Source: an optimization exercise on an open RTL-to-GDS flow (aim: small area, a short achievable clock period and few clock cycles). Production flows keep margins and buffers that such runs may drop. Only simulation tests tie the RTL to the original design; equivalence was not proved.

==> inputs of build 41 <==
==> flow/design.v (excerpt) <==
module AtomRV
(
    input   wire            clk_i,
    input   wire            rst_i,
    output  wire    [31:0]  imem_addr_o,
    input   wire    [31:0]  imem_data_i,
    output  wire            imem_valid_o,
    input   wire            imem_ack_i,
    output  wire    [31:0]  dmem_addr_o,
    input   wire    [31:0]  dmem_data_i,
    output  reg     [31:0]  dmem_data_o,
    output  reg      [3:0]  dmem_sel_o,
    output  wire            dmem_we_o,
    output  wire            dmem_valid_o,
    input   wire            dmem_ack_i
);
clock: 180.0 ns
lec_check: 0
cap_margin: 20
core_margin: 2
core_utilization: 40
slew_margin: 20
standard.sh (not shown) runs the stock make flow with config.mk's settings and CLKGATE_MAP_FILE= SYNTH_SCRIPT=/design/flow/synth_recipe.tcl, a recipe that flattens the netlist after the stock synthesis.
==> flow/flow/run.sh <==
#!/bin/bash
# Own layout flow: the standard ORFS flow (standard.sh) with two changes:
#  - synthesis maps logic with an area-oriented ABC script (flow/abc_map.script)
#    instead of ORFS's; everything else in synth_recipe.tcl is unchanged, so the
#    registers are the standard synthesis's;
#  - the port buffers that global placement inserts are buf_2 cells;
#  - timing repair aims for 142 ns of setup slack (at the design's 180 ns
#    clock, with its input and output delays), so that it sizes and buffers
#    the paths that set the achieved period; the constraints are unchanged.
# Every tool writes its full log under orfs/logs (ORFS) or ./*.log here.
set -euo pipefail
W=$(pwd)
ABC_SCRIPT="$W/flow/abc_map.script"
{
  echo "proc abc {args} {"
  echo "  set i [lsearch \$args -script]"
  echo "  set args [lreplace \$args [expr {\$i + 1}] [expr {\$i + 1}] {$ABC_SCRIPT}]"
  echo "  puts \"own flow: abc \$args\""
  echo "  yosys abc {*}\$args"
  echo "}"
  cat "$W/synth_recipe.tcl"
} > "$W/own_synth.tcl"
sed -e "s#SYNTH_SCRIPT=[^ ]*#SYNTH_SCRIPT=$W/own_synth.tcl 'BUFFER_PORTS_ARGS=-buffer_cell sky130_fd_sc_hd__buf_2' SETUP_SLACK_MARGIN=142#" \
    "$W/standard.sh" > "$W/own_standard.sh"
grep -q own_synth.tcl "$W/own_standard.sh"
bash "$W/own_standard.sh" > "$W/own_flow.log" 2>&1
==> flow/flow/abc_map.script <==
&get -n
&st
&dch
&nf -R 1000
&put
==> trial 98: changes against build 41 <==
--- a/flow/design.v
+++ b/flow/design.v
@@ -929,20 +929,22 @@
     assign imem_valid_o = ivalid;
     reg  [31:0] fb;
     reg  [31:0] ir;
     reg         cur_fb;       
     reg         xv;           
     reg         nv;           
     wire [31:0] cur = cur_fb ? fb : ir;
-    wire f_accept = imem_ack_i & !idrop & !nv & !x_redirect;
+    wire        md_hold_fb;
+    wire [31:0] md_dn_next;
+    wire f_accept = imem_ack_i & !idrop & !nv & !x_redirect & !md_hold_fb;
     wire [29:0] pc_inc;
     AtomRV_add #(30) u_pcinc (.x(pc_f), .y(30'd0), .ci(1'b1), .s(pc_inc), .co());
     always @(posedge clk_i) begin
-        ivalid <= !rst_i;
-        if (rst_q) begin
+        ivalid <= 1'b1;
+        if (rst_i) begin
             iout   <= 1'b0;
             idrop  <= 1'b0;
             pc_f   <= 30'd0;
             xv     <= 1'b0;
             nv     <= 1'b0;
             cur_fb <= 1'b0;
         end else begin
@@ -958,15 +960,15 @@
             end else begin
                 xv     <= (nv & !x_redirect) | f_accept;
                 cur_fb <= 1'b1;
                 nv     <= 1'b0;
             end
         end
         if (!nv)
-            fb <= imem_data_i;
+            fb <= md_hold_fb ? md_dn_next : imem_data_i;
         ir <= cur;
     end
     wire [4:0] opc = cur[6:2];
     wire [2:0] f3  = cur[14:12];
     wire [4:0] rd  = cur[11:7];
     wire [4:0] rs1 = cur[19:15];
     wire [4:0] rs2 = cur[24:20];
@@ -1036,16 +1038,16 @@
     wire ltu = !sum_co;
     wire lt  = (a[31] ^ opb[31]) ? a[31] : sum[31];
     wire eq  = (sum == 32'd0);
     wire br_cond = f3[0] ^ (f3[2] ? (f3[1] ? ltu : lt) : eq);
     reg          md_busy;
     reg          md_fix;       
     reg  [4:0]   md_cnt;
-    reg  [63:0]  md_p;         
-    reg  [31:0]  md_dn;        
+    wire [63:0]  md_p;         
+    wire [31:0]  md_dn = fb;   
     reg          md_nq, md_nr;
     wire md_act   = xv & is_md & !hazard;
     wire md_first = !md_busy;
     wire dv_setup = is_md & f3[2];           
     wire        dv_sgn = !f3[0];
     wire        dv_na  = dv_sgn & a[31];
     wire        dv_nd  = dv_sgn & b[31];
@@ -1173,68 +1175,76 @@
     wire        dv_one = (md_cnt == 5'd0);                 
     wire [31:0] dv_qn  = dv_one ? {dv_q[30:0], dv_b1} : {dv_q[29:0], dv_b1, dv_b2};
     wire [31:0] dv_rn  = dv_one ? dv_r1 : dv_r2;
     wire        dv_last = (md_cnt[4:1] == 4'd0);
     wire        dv_neg  = f3[1] ? md_nr : md_nq;
     wire [31:0] dv_fx;
     wire [31:0] dv_fsel = f3[1] ? md_p[63:32] : md_p[31:0];
-    AtomRV_add #(32) u_dvneg (.x(dv_fsel ^ {32{dv_neg}}), .y(32'd0), .ci(dv_neg), .s(dv_fx), .co());
+    AtomRV_add #(32) u_dvneg (.x(~dv_fsel), .y(32'd0), .ci(1'b1), .s(dv_fx), .co());
     reg  [31:0] dv_res;
     reg         dv_done;
     always @(*) begin
         if (md_first) begin
             dv_done = dv_d0 | dv_q0;
             dv_res  = f3[1] ? a : (dv_d0 ? 32'hFFFF_FFFF : 32'd0);
         end else if (md_fix) begin
             dv_done = 1'b1;
             dv_res  = dv_fx;
         end else begin
-            dv_done = 1'b0;
-            dv_res  = dv_fx;
+            dv_done = dv_last & !dv_neg;
+            dv_res  = f3[1] ? dv_rn : dv_qn;
         end
     end
     wire        md_done = f3[2] ? dv_done : mu_done;
     wire [31:0] md_res  = f3[2] ? dv_res : ((f3[1:0] == 2'b00) ? mu_p[31:0] : mu_p[63:32]);
     wire m_hold = dvalid & !dmem_ack_i;
     always @(posedge clk_i) begin
         if (rst_q) begin
             md_busy <= 1'b0;
             md_fix  <= 1'b0;
         end else begin
             md_busy <= md_act & !md_done & (md_busy | !m_hold);
-            md_fix  <= md_act & md_busy & f3[2] & !md_fix & dv_last;
+            md_fix  <= md_act & md_busy & f3[2] & !md_fix & dv_last & dv_neg;
         end
         if (!f3[2]) begin
-            md_p   <= mu_p;
             md_cnt <= {{(5-CW){1'b0}}, mu_cn};
             md_swap <= mu_swap;
         end else if (md_first) begin
-            md_p   <= {dv_ua, 32'd0};
-            md_dn  <= ~sh_out;
             md_cnt <= dv_j0[4:0];
             md_nq  <= dv_na ^ dv_nd;
             md_nr  <= dv_na;
         end else if (!md_fix) begin
-            md_p   <= {dv_rn, dv_qn};
-            md_dn  <= {2'b11, md_dn[31:2]};
             md_cnt <= md_cnt - 5'd2;
         end
     end
+    reg  [63:0] md_pn;
+    always @(*) begin
+        if (!f3[2])
+            md_pn = mu_p;
+        else if (md_first)
+            md_pn = {dv_ua, 32'd0};
+        else if (!md_fix)
+            md_pn = {dv_rn, dv_qn};
+        else
+            md_pn = md_p;
+    end
     wire [31:0] link = {pc_x1, 2'b00};
     reg  [31:0] x_res;
     always @(*) begin
         if (is_lui)                 x_res = imm_u;
         else if (is_auipc)          x_res = {pct, 2'b00};
         else if (is_jal | is_jalr)  x_res = link;
         else if (is_sys)            x_res = csr_val;
         else if (is_md)             x_res = md_res;
         else if (is_ld | is_st)     x_res = sum;
         else                        x_res = alu_out;
     end
     wire x_stall_i = hazard | (is_md & !md_done);
+    assign md_hold_fb = xv & is_md & (hazard | !md_done);
+    assign md_dn_next = md_first ? ~sh_out : {2'b11, md_dn[31:2]};
     assign x_go       = xv & !x_stall_i & !m_hold;
     assign x_redirect = x_go & x_taken;
     wire [1:0] sa = sum[1:0];
     wire [3:0] st_sel = f3[1] ? 4'b1111 :
                         f3[0] ? (sa[1] ? 4'b1100 : 4'b0011) :
                         (4'b0001 << sa);
     wire [31:0] st_data = {f3[1] ? b[31:24] : (f3[0] ? b[15:8] : b[7:0]),
@@ -1254,21 +1264,22 @@
             m_wen <= x_wen;
         else if (!m_hold)
             m_wen <= 1'b0;
         if (!m_hold) begin
             m_rd        <= rd;
             m_load      <= is_ld;
             m_ldf       <= f3;
-            m_res       <= x_res;
+            m_res       <= (is_md & !md_done) ? md_pn[63:32] : x_res;
             dwe         <= is_st;
             dmem_sel_o  <= st_sel;
-            dmem_data_o <= st_data;
+            dmem_data_o <= is_md ? md_pn[31:0] : st_data;
         end
     end
     assign dmem_addr_o  = {m_res[31:2], 2'b00};
+    assign md_p         = {m_res, dmem_data_o};
     assign dmem_valid_o = dvalid;
     assign dmem_we_o    = dwe;
     wire [1:0]  la = m_res[1:0];
     wire [7:0]  ld_b = la[1] ? (la[0] ? dmem_data_i[31:24] : dmem_data_i[23:16])
                              : (la[0] ? dmem_data_i[15:8]  : dmem_data_i[7:0]);
     wire [15:0] ld_h = la[1] ? dmem_data_i[31:16] : dmem_data_i[15:0];
     wire [31:0] ld_data = m_ldf[1] ? dmem_data_i :
==> flow/flow/run.sh (replaced) <==
#!/bin/bash
# Own layout flow: the standard ORFS flow (standard.sh) with these changes:
#  - synthesis maps logic with an area-oriented ABC script (flow/abc_map.script)
#    instead of ORFS's; everything else in synth_recipe.tcl is unchanged, so the
#    registers are the standard synthesis's;
#  - the port buffers that global placement inserts are buf_2 cells;
#  - timing repair aims for 142.5 ns of setup slack (at the design's 180 ns
#    clock, with its input and output delays), so that it sizes and buffers
#    the paths that set the achieved period; the constraints are unchanged.
# Every tool writes its full log under orfs/logs (ORFS) or ./*.log here.
set -euo pipefail
W=$(pwd)
ABC_SCRIPT="$W/flow/abc_map.script"
{
  echo "proc abc {args} {"
  echo "  set i [lsearch \$args -script]"
  echo "  set args [lreplace \$args [expr {\$i + 1}] [expr {\$i + 1}] {$ABC_SCRIPT}]"
  echo "  puts \"own flow: abc \$args\""
  echo "  yosys abc {*}\$args"
  echo "}"
  cat "$W/synth_recipe.tcl"
} > "$W/own_synth.tcl"
sed -e "s#SYNTH_SCRIPT=[^ ]*#SYNTH_SCRIPT=$W/own_synth.tcl 'BUFFER_PORTS_ARGS=-buffer_cell sky130_fd_sc_hd__buf_2' SETUP_SLACK_MARGIN=142.5#" \
    "$W/standard.sh" > "$W/own_standard.sh"
grep -q own_synth.tcl "$W/own_standard.sh"
bash "$W/own_standard.sh" > "$W/own_flow.log" 2>&1
- CORE_UTILIZATION: 40 -> 55
- CTS_CLUSTER_DIAMETER: unset -> 80
- CTS_CLUSTER_SIZE: unset -> 28
==> build 34: changes against build 41 <==
--- a/flow/design.v
+++ b/flow/design.v
@@ -1,8 +1,34 @@
 `default_nettype none
+module AtomRV_rfq
+(
+    input  wire         clk_i,
+    input  wire [991:0] d_i,
+    output reg  [991:0] q_o
+);
+    always @(posedge clk_i)
+        q_o <= d_i;
+endmodule
+module AtomRV_rfw
+(
+    input  wire [991:0] q_i,         
+    input  wire [30:0]  sel_i,       
+    input  wire [30:0]  keep_i,      
+    input  wire [31:0]  data_i,      
+    output wire [991:0] d_o          
+);
+    genvar i;
+    generate
+        for (i = 0; i < 31; i = i + 1) begin : g
+            assign d_o[32*i +: 32] = ({32{sel_i[i]}} & data_i) |
+                                     ({32{keep_i[i]}} & q_i[32*i +: 32]);
+        end
+    endgenerate
+endmodule
+`default_nettype none
 module AtomRV_mul (
     input  wire [32:0] A,
     input  wire [4:0]  C,
     input  wire [63:0] P,
     output wire [63:0] S
 );
     wire t0 = ~(A[0] & C[0]);
@@ -929,20 +955,23 @@
     assign imem_valid_o = ivalid;
     reg  [31:0] fb;
     reg  [31:0] ir;
     reg         cur_fb;       
     reg         xv;           
     reg         nv;           
     wire [31:0] cur = cur_fb ? fb : ir;
-    wire f_accept = imem_ack_i & !idrop & !nv & !x_redirect;
+    wire        md_hold_fb;
+    wire [31:0] md_dn_next;
+    wire        jmp_hold;
+    wire f_accept = imem_ack_i & !idrop & !nv & !x_redirect & !md_hold_fb & !jmp_hold;
     wire [29:0] pc_inc;
     AtomRV_add #(30) u_pcinc (.x(pc_f), .y(30'd0), .ci(1'b1), .s(pc_inc), .co());
     always @(posedge clk_i) begin
-        ivalid <= !rst_i;
-        if (rst_q) begin
+        ivalid <= 1'b1;
+        if (rst_i) begin
             iout   <= 1'b0;
             idrop  <= 1'b0;
             pc_f   <= 30'd0;
             xv     <= 1'b0;
             nv     <= 1'b0;
             cur_fb <= 1'b0;
         end else begin
@@ -958,15 +987,15 @@
             end else begin
                 xv     <= (nv & !x_redirect) | f_accept;
                 cur_fb <= 1'b1;
                 nv     <= 1'b0;
             end
         end
         if (!nv)
-            fb <= imem_data_i;
+            fb <= md_hold_fb ? md_dn_next : imem_data_i;
         ir <= cur;
     end
     wire [4:0] opc = cur[6:2];
     wire [2:0] f3  = cur[14:12];
     wire [4:0] rd  = cur[11:7];
     wire [4:0] rs1 = cur[19:15];
     wire [4:0] rs2 = cur[24:20];
@@ -996,24 +1025,25 @@
     reg  [2:0]  m_ldf;
     reg  [31:0] m_res;
     reg         dvalid;
     reg         dwe;
     wire [31:0] wr_data;
     wire [31:0] rf [0:31];
     assign rf[0] = 32'd0;
+    wire [991:0] rf_q, rf_d;
+    wire [30:0]  rf_sel;
     genvar gi;
     generate
         for (gi = 1; gi < 32; gi = gi + 1) begin : g_rf
-            reg [31:0] q;
-            always @(posedge clk_i)
-                if (m_wen && m_rd == gi)
-                    q <= wr_data;
-            assign rf[gi] = q;
+            assign rf_sel[gi-1] = m_wen && (m_rd == gi);
+            assign rf[gi] = rf_q[32*(gi-1) +: 32];
         end
     endgenerate
+    AtomRV_rfq u_rfq (.clk_i(clk_i), .d_i(rf_d), .q_o(rf_q));
+    AtomRV_rfw u_rfw (.q_i(rf_q), .sel_i(rf_sel), .keep_i(~rf_sel), .data_i(wr_data), .d_o(rf_d));
     reg [31:0] rf_a, rf_b;
     integer ri;
     always @(*) begin
         rf_a = 32'd0;
         rf_b = 32'd0;
         for (ri = 1; ri < 32; ri = ri + 1) begin
             if (rs1 == ri) rf_a = rf[ri];
@@ -1036,16 +1066,16 @@
     wire ltu = !sum_co;
     wire lt  = (a[31] ^ opb[31]) ? a[31] : sum[31];
     wire eq  = (sum == 32'd0);
     wire br_cond = f3[0] ^ (f3[2] ? (f3[1] ? ltu : lt) : eq);
     reg          md_busy;
     reg          md_fix;       
     reg  [4:0]   md_cnt;
-    reg  [63:0]  md_p;         
-    reg  [31:0]  md_dn;        
+    wire [63:0]  md_p;         
+    wire [31:0]  md_dn = fb;   
     reg          md_nq, md_nr;
     wire md_act   = xv & is_md & !hazard;
     wire md_first = !md_busy;
     wire dv_setup = is_md & f3[2];           
     wire        dv_sgn = !f3[0];
     wire        dv_na  = dv_sgn & a[31];
     wire        dv_nd  = dv_sgn & b[31];
@@ -1101,17 +1131,17 @@
             3'b011:  alu_out = {31'd0, ltu};
             3'b100:  alu_out = a ^ opb;
             3'b101:  alu_out = sh_out;
             3'b110:  alu_out = a | opb;
             default: alu_out = a & opb;
         endcase
     end
-    wire [29:0] pc_x, pc_x1;
+    wire [29:0] pc_x;
     AtomRV_add #(30) u_pcdec (.x(pc_f), .y({29'h1FFF_FFFF, !nv}), .ci(1'b0), .s(pc_x), .co());
-    AtomRV_add #(30) u_pcx1 (.x(pc_f), .y({30{nv}}), .ci(1'b0), .s(pc_x1), .co());
+    assign jmp_hold = xv & (is_jal | is_jalr);
     wire [31:0] pc_imm = is_auipc ? imm_u : (is_jal ? imm_j : imm_b);
     wire [29:0] pct;
     AtomRV_add #(30) u_pct (.x(pc_x), .y(pc_imm[31:2]), .ci(1'b0), .s(pct), .co());
     wire x_taken = is_jal | is_jalr | (is_br & br_cond);
     assign x_target = is_jalr ? sum[31:2] : pct;
     reg  [63:0] cyc;
     wire [63:0] cyc_inc;
@@ -1173,68 +1203,76 @@
     wire        dv_one = (md_cnt == 5'd0);                 
     wire [31:0] dv_qn  = dv_one ? {dv_q[30:0], dv_b1} : {dv_q[29:0], dv_b1, dv_b2};
     wire [31:0] dv_rn  = dv_one ? dv_r1 : dv_r2;
     wire        dv_last = (md_cnt[4:1] == 4'd0);
     wire        dv_neg  = f3[1] ? md_nr : md_nq;
     wire [31:0] dv_fx;
     wire [31:0] dv_fsel = f3[1] ? md_p[63:32] : md_p[31:0];
-    AtomRV_add #(32) u_dvneg (.x(dv_fsel ^ {32{dv_neg}}), .y(32'd0), .ci(dv_neg), .s(dv_fx), .co());
+    AtomRV_add #(32) u_dvneg (.x(~dv_fsel), .y(32'd0), .ci(1'b1), .s(dv_fx), .co());
     reg  [31:0] dv_res;
     reg         dv_done;
     always @(*) begin
         if (md_first) begin
             dv_done = dv_d0 | dv_q0;
             dv_res  = f3[1] ? a : (dv_d0 ? 32'hFFFF_FFFF : 32'd0);
         end else if (md_fix) begin
             dv_done = 1'b1;
             dv_res  = dv_fx;
         end else begin
-            dv_done = 1'b0;
-            dv_res  = dv_fx;
+            dv_done = dv_last & !dv_neg;
+            dv_res  = f3[1] ? dv_rn : dv_qn;
         end
     end
     wire        md_done = f3[2] ? dv_done : mu_done;
     wire [31:0] md_res  = f3[2] ? dv_res : ((f3[1:0] == 2'b00) ? mu_p[31:0] : mu_p[63:32]);
     wire m_hold = dvalid & !dmem_ack_i;
     always @(posedge clk_i) begin
         if (rst_q) begin
             md_busy <= 1'b0;
             md_fix  <= 1'b0;
         end else begin
             md_busy <= md_act & !md_done & (md_busy | !m_hold);
-            md_fix  <= md_act & md_busy & f3[2] & !md_fix & dv_last;
+            md_fix  <= md_act & md_busy & f3[2] & !md_fix & dv_last & dv_neg;
         end
         if (!f3[2]) begin
-            md_p   <= mu_p;
             md_cnt <= {{(5-CW){1'b0}}, mu_cn};
             md_swap <= mu_swap;
         end else if (md_first) begin
-            md_p   <= {dv_ua, 32'd0};
-            md_dn  <= ~sh_out;
             md_cnt <= dv_j0[4:0];
             md_nq  <= dv_na ^ dv_nd;
             md_nr  <= dv_na;
         end else if (!md_fix) begin
-            md_p   <= {dv_rn, dv_qn};
-            md_dn  <= {2'b11, md_dn[31:2]};
             md_cnt <= md_cnt - 5'd2;
         end
     end
-    wire [31:0] link = {pc_x1, 2'b00};
+    reg  [63:0] md_pn;
+    always @(*) begin
+        if (!f3[2])
+            md_pn = mu_p;
+        else if (md_first)
+            md_pn = {dv_ua, 32'd0};
+        else if (!md_fix)
+            md_pn = {dv_rn, dv_qn};
+        else
+            md_pn = md_p;
+    end
+    wire [31:0] link = {pc_f, 2'b00};      
     reg  [31:0] x_res;
     always @(*) begin
         if (is_lui)                 x_res = imm_u;
         else if (is_auipc)          x_res = {pct, 2'b00};
         else if (is_jal | is_jalr)  x_res = link;
         else if (is_sys)            x_res = csr_val;
         else if (is_md)             x_res = md_res;
         else if (is_ld | is_st)     x_res = sum;
         else                        x_res = alu_out;
     end
     wire x_stall_i = hazard | (is_md & !md_done);
+    assign md_hold_fb = xv & is_md & (hazard | !md_done);
+    assign md_dn_next = md_first ? ~sh_out : {2'b11, md_dn[31:2]};
     assign x_go       = xv & !x_stall_i & !m_hold;
     assign x_redirect = x_go & x_taken;
     wire [1:0] sa = sum[1:0];
     wire [3:0] st_sel = f3[1] ? 4'b1111 :
                         f3[0] ? (sa[1] ? 4'b1100 : 4'b0011) :
                         (4'b0001 << sa);
     wire [31:0] st_data = {f3[1] ? b[31:24] : (f3[0] ? b[15:8] : b[7:0]),
@@ -1254,21 +1292,22 @@
             m_wen <= x_wen;
         else if (!m_hold)
             m_wen <= 1'b0;
         if (!m_hold) begin
             m_rd        <= rd;
             m_load      <= is_ld;
             m_ldf       <= f3;
-            m_res       <= x_res;
+            m_res       <= (is_md & !md_done) ? md_pn[63:32] : x_res;
             dwe         <= is_st;
             dmem_sel_o  <= st_sel;
-            dmem_data_o <= st_data;
+            dmem_data_o <= is_md ? md_pn[31:0] : st_data;
         end
     end
     assign dmem_addr_o  = {m_res[31:2], 2'b00};
+    assign md_p         = {m_res, dmem_data_o};
     assign dmem_valid_o = dvalid;
     assign dmem_we_o    = dwe;
     wire [1:0]  la = m_res[1:0];
     wire [7:0]  ld_b = la[1] ? (la[0] ? dmem_data_i[31:24] : dmem_data_i[23:16])
                              : (la[0] ? dmem_data_i[15:8]  : dmem_data_i[7:0]);
     wire [15:0] ld_h = la[1] ? dmem_data_i[31:16] : dmem_data_i[15:0];
     wire [31:0] ld_data = m_ldf[1] ? dmem_data_i :
==> flow/flow/run.sh (replaced) <==
#!/bin/bash
# Own layout flow: the standard ORFS flow (standard.sh) with these changes:
#  - synthesis maps logic with an area-oriented ABC script (flow/abc_map.script)
#    instead of ORFS's; everything else in synth_recipe.tcl is unchanged, so the
#    registers are the standard synthesis's;
#  - the port buffers that global placement inserts are buf_2 cells;
#  - timing repair aims for 142.5 ns of setup slack (at the design's 180 ns
#    clock, with its input and output delays), so that it sizes and buffers
#    the paths that set the achieved period; the constraints are unchanged.
# Every tool writes its full log under orfs/logs (ORFS) or ./*.log here.
set -euo pipefail
W=$(pwd)
ABC_SCRIPT="$W/flow/abc_map.script"
{
  echo "proc abc {args} {"
  echo "  set i [lsearch \$args -script]"
  echo "  set args [lreplace \$args [expr {\$i + 1}] [expr {\$i + 1}] {$ABC_SCRIPT}]"
  echo "  puts \"own flow: abc \$args\""
  echo "  yosys abc {*}\$args"
  echo "}"
  cat "$W/synth_recipe.tcl"
} > "$W/own_synth.tcl"
sed -e "s#SYNTH_SCRIPT=[^ ]*#SYNTH_SCRIPT=$W/own_synth.tcl 'BUFFER_PORTS_ARGS=-buffer_cell sky130_fd_sc_hd__buf_2' SETUP_SLACK_MARGIN=142.5#" \
    "$W/standard.sh" > "$W/own_standard.sh"
grep -q own_synth.tcl "$W/own_standard.sh"
bash "$W/own_standard.sh" > "$W/own_flow.log" 2>&1
- CORE_UTILIZATION: 40 -> 55
- CTS_CLUSTER_DIAMETER: unset -> 80
- CTS_CLUSTER_SIZE: unset -> 28
- SYNTH_HIERARCHICAL: unset -> 1
- SYNTH_MINIMUM_KEEP_SIZE: unset -> 2500
==> build 75: changes against build 41 <==
--- a/flow/design.v
+++ b/flow/design.v
@@ -1036,15 +1036,15 @@
     wire ltu = !sum_co;
     wire lt  = (a[31] ^ opb[31]) ? a[31] : sum[31];
     wire eq  = (sum == 32'd0);
     wire br_cond = f3[0] ^ (f3[2] ? (f3[1] ? ltu : lt) : eq);
     reg          md_busy;
     reg          md_fix;       
     reg  [4:0]   md_cnt;
-    reg  [63:0]  md_p;         
+    wire [63:0]  md_p;         
     reg  [31:0]  md_dn;        
     reg          md_nq, md_nr;
     wire md_act   = xv & is_md & !hazard;
     wire md_first = !md_busy;
     wire dv_setup = is_md & f3[2];           
     wire        dv_sgn = !f3[0];
     wire        dv_na  = dv_sgn & a[31];
@@ -1173,56 +1173,64 @@
     wire        dv_one = (md_cnt == 5'd0);                 
     wire [31:0] dv_qn  = dv_one ? {dv_q[30:0], dv_b1} : {dv_q[29:0], dv_b1, dv_b2};
     wire [31:0] dv_rn  = dv_one ? dv_r1 : dv_r2;
     wire        dv_last = (md_cnt[4:1] == 4'd0);
     wire        dv_neg  = f3[1] ? md_nr : md_nq;
     wire [31:0] dv_fx;
     wire [31:0] dv_fsel = f3[1] ? md_p[63:32] : md_p[31:0];
-    AtomRV_add #(32) u_dvneg (.x(dv_fsel ^ {32{dv_neg}}), .y(32'd0), .ci(dv_neg), .s(dv_fx), .co());
+    AtomRV_add #(32) u_dvneg (.x(~dv_fsel), .y(32'd0), .ci(1'b1), .s(dv_fx), .co());
     reg  [31:0] dv_res;
     reg         dv_done;
     always @(*) begin
         if (md_first) begin
             dv_done = dv_d0 | dv_q0;
             dv_res  = f3[1] ? a : (dv_d0 ? 32'hFFFF_FFFF : 32'd0);
         end else if (md_fix) begin
             dv_done = 1'b1;
             dv_res  = dv_fx;
         end else begin
-            dv_done = 1'b0;
-            dv_res  = dv_fx;
+            dv_done = dv_last & !dv_neg;
+            dv_res  = f3[1] ? dv_rn : dv_qn;
         end
     end
     wire        md_done = f3[2] ? dv_done : mu_done;
     wire [31:0] md_res  = f3[2] ? dv_res : ((f3[1:0] == 2'b00) ? mu_p[31:0] : mu_p[63:32]);
     wire m_hold = dvalid & !dmem_ack_i;
     always @(posedge clk_i) begin
         if (rst_q) begin
             md_busy <= 1'b0;
             md_fix  <= 1'b0;
         end else begin
             md_busy <= md_act & !md_done & (md_busy | !m_hold);
-            md_fix  <= md_act & md_busy & f3[2] & !md_fix & dv_last;
+            md_fix  <= md_act & md_busy & f3[2] & !md_fix & dv_last & dv_neg;
         end
         if (!f3[2]) begin
-            md_p   <= mu_p;
             md_cnt <= {{(5-CW){1'b0}}, mu_cn};
             md_swap <= mu_swap;
         end else if (md_first) begin
-            md_p   <= {dv_ua, 32'd0};
             md_dn  <= ~sh_out;
             md_cnt <= dv_j0[4:0];
             md_nq  <= dv_na ^ dv_nd;
             md_nr  <= dv_na;
         end else if (!md_fix) begin
-            md_p   <= {dv_rn, dv_qn};
             md_dn  <= {2'b11, md_dn[31:2]};
             md_cnt <= md_cnt - 5'd2;
         end
     end
+    reg  [63:0] md_pn;
+    always @(*) begin
+        if (!f3[2])
+            md_pn = mu_p;
+        else if (md_first)
+            md_pn = {dv_ua, 32'd0};
+        else if (!md_fix)
+            md_pn = {dv_rn, dv_qn};
+        else
+            md_pn = md_p;
+    end
     wire [31:0] link = {pc_x1, 2'b00};
     reg  [31:0] x_res;
     always @(*) begin
         if (is_lui)                 x_res = imm_u;
         else if (is_auipc)          x_res = {pct, 2'b00};
         else if (is_jal | is_jalr)  x_res = link;
         else if (is_sys)            x_res = csr_val;
@@ -1254,21 +1262,22 @@
             m_wen <= x_wen;
         else if (!m_hold)
             m_wen <= 1'b0;
         if (!m_hold) begin
             m_rd        <= rd;
             m_load      <= is_ld;
             m_ldf       <= f3;
-            m_res       <= x_res;
+            m_res       <= (is_md & !x_go) ? md_pn[63:32] : x_res;
             dwe         <= is_st;
             dmem_sel_o  <= st_sel;
-            dmem_data_o <= st_data;
+            dmem_data_o <= is_md ? md_pn[31:0] : st_data;
         end
     end
     assign dmem_addr_o  = {m_res[31:2], 2'b00};
+    assign md_p         = {m_res, dmem_data_o};
     assign dmem_valid_o = dvalid;
     assign dmem_we_o    = dwe;
     wire [1:0]  la = m_res[1:0];
     wire [7:0]  ld_b = la[1] ? (la[0] ? dmem_data_i[31:24] : dmem_data_i[23:16])
                              : (la[0] ? dmem_data_i[15:8]  : dmem_data_i[7:0]);
     wire [15:0] ld_h = la[1] ? dmem_data_i[31:16] : dmem_data_i[15:0];
     wire [31:0] ld_data = m_ldf[1] ? dmem_data_i :
--- a/flow/flow/run.sh
+++ b/flow/flow/run.sh
@@ -1,9 +1,9 @@
 #!/bin/bash
-# Own layout flow: the standard ORFS flow (standard.sh) with two changes:
+# Own layout flow: the standard ORFS flow (standard.sh) with these changes:
 #  - synthesis maps logic with an area-oriented ABC script (flow/abc_map.script)
 #    instead of ORFS's; everything else in synth_recipe.tcl is unchanged, so the
 #    registers are the standard synthesis's;
 #  - the port buffers that global placement inserts are buf_2 cells;
 #  - timing repair aims for 142 ns of setup slack (at the design's 180 ns
 #    clock, with its input and output delays), so that it sizes and buffers
 #    the paths that set the achieved period; the constraints are unchanged.
- CORE_UTILIZATION: 40 -> 55
- CTS_CLUSTER_DIAMETER: unset -> 80
- CTS_CLUSTER_SIZE: unset -> 28
==> flow_metrics.py <==
metrics = {
    "status": {
        "status": "no timing/DRC/antenna violations",
    },
    "finish": {
        "top_regs": "u_rfq.q_o (992), cyc (64)",
        "syn_to_final_growth_pct": 15.61,
    },
    "global_routing": {
        "grt_max_degree": 75,
    },
    "placement": {
        "port_buffers": 165,
    },
    "drt": {
        "drt-pass1-iter-count": 28,
    },
}
The numbers above come from build 34.

==> flow_metrics.py <==
metrics = {
    "status": {
        "status": "no timing/DRC/antenna violations",
    },
    "global_routing": {
        "grt_max_degree": 80,
    },
    "critical_path": {
        "cp_max_fo": 7,
        "path_depth": 1,
    },
    "placement": {
        "port_buffers": 164,
    },
    "finish": {
        "syn_to_final_growth_pct": 13.48,
        "multi_input_area_share_pct": 45.14,
        "top_regs": "g_rf.q (992), cyc (64)",
    },
    "min_path": {
        "hold_class": "reg2reg",
    },
    "clocking": {
        "cts_resized": 24,
    },
    "yosys": {
        "synth_top_area_cell": "edfxtp_1",
    },
    "timing": {
        "fin_crit_sh_pct": 21.12,
    },
}
The numbers above come from build 75.

==> flow_metrics.py <==
metrics = {
    "status": {
        "status": "no timing/DRC/antenna violations",
    },
    "finish": {
        "n_all_inverters": 399,
        "antenna_cells": 19,
        "top_regs": "g_rf.q (992), cyc (64), md_p (64)",
        "syn_to_final_growth_pct": 17.73,
    },
    "drt": {
        "antenna_left": 0,
        "drt-pass1-iter-count": 8,
    },
    "critical_path": {
        "worstSetupEndpointType": "primary output",
        "cp_max_fo": 4,
    },
    "placement": {
        "port_buffers": 164,
    },
}
The numbers above come from build 41.

==> flow_metrics.py <==
metrics = {
    "status": {
        "status": "no timing/DRC/antenna violations",
    },
    "finish": {
        "top_regs": "g_rf.q (992), cyc (64)",
        "final_util_pct": 62.34,
        "syn_to_final_growth_pct": 12.91,
    },
    "placement": {
        "port_buffers": 165,
    },
    "yosys": {
        "synth.distinct_cells": 59,
        "avgSynthCellArea_um2": 11.55,
    },
    "clocking": {
        "h-tree-depth": 3,
        "clk_pin_slew_ns": 0.09,
    },
    "floorplanning": {
        "ioPinCount": 171,
        "dieArea_mm2": 0.1405,
    },
    "drt": {
        "drt-pass1-iter-count": 9,
    },
    "global_routing": {
        "grt_max_degree": 104,
    },
}
The numbers above come from trial 98.

Testbench counts of build 41, summed over its fixed seeds: cycles 45,160.
Testbench counts of trial 98, summed over its fixed seeds: cycles 44,833.
Testbench counts of build 34, summed over its fixed seeds: cycles 44,833.
Testbench counts of build 75, summed over its fixed seeds: cycles 44,881.

==> port drivers added, routing unchanged <==
Ports are ideal in the flow. The routed layouts listed here were re-timed in OpenROAD. Step 1: set_driving_cell puts a clkbuf_16 on clk_i and a buf_2 on each other input, an assumption about the parent block. Step 2 times the ports against the registers' clock, not the clock port: input delays grow and output delays shrink by t, the midpoint of the rising clock arrivals with the driver on. Three values: no drivers, after step 1, after step 2; two values: the first two.
| run | t (ns) | slack for setup (ns) | clock arrival spread, ns |
|---|---|---|---|
| build 41 | 0.899 | 142.033 / 141.942 / 141.339 | 0.075 / 0.075 |
| trial 98 | 0.826 | 142.468 / 142.379 / 141.779 | 0.086 / 0.086 |
| build 34 | 0.852 | 142.306 / 142.291 / 141.522 | 0.080 / 0.080 |
| build 75 | 0.830 | 141.982 / 141.896 / 141.287 | 0.057 / 0.058 |
After both steps every run listed still meets setup and hold. The setup slack of build 34, which loses most, moves by -0.015 ns with the drivers and by -0.784 ns with both steps.
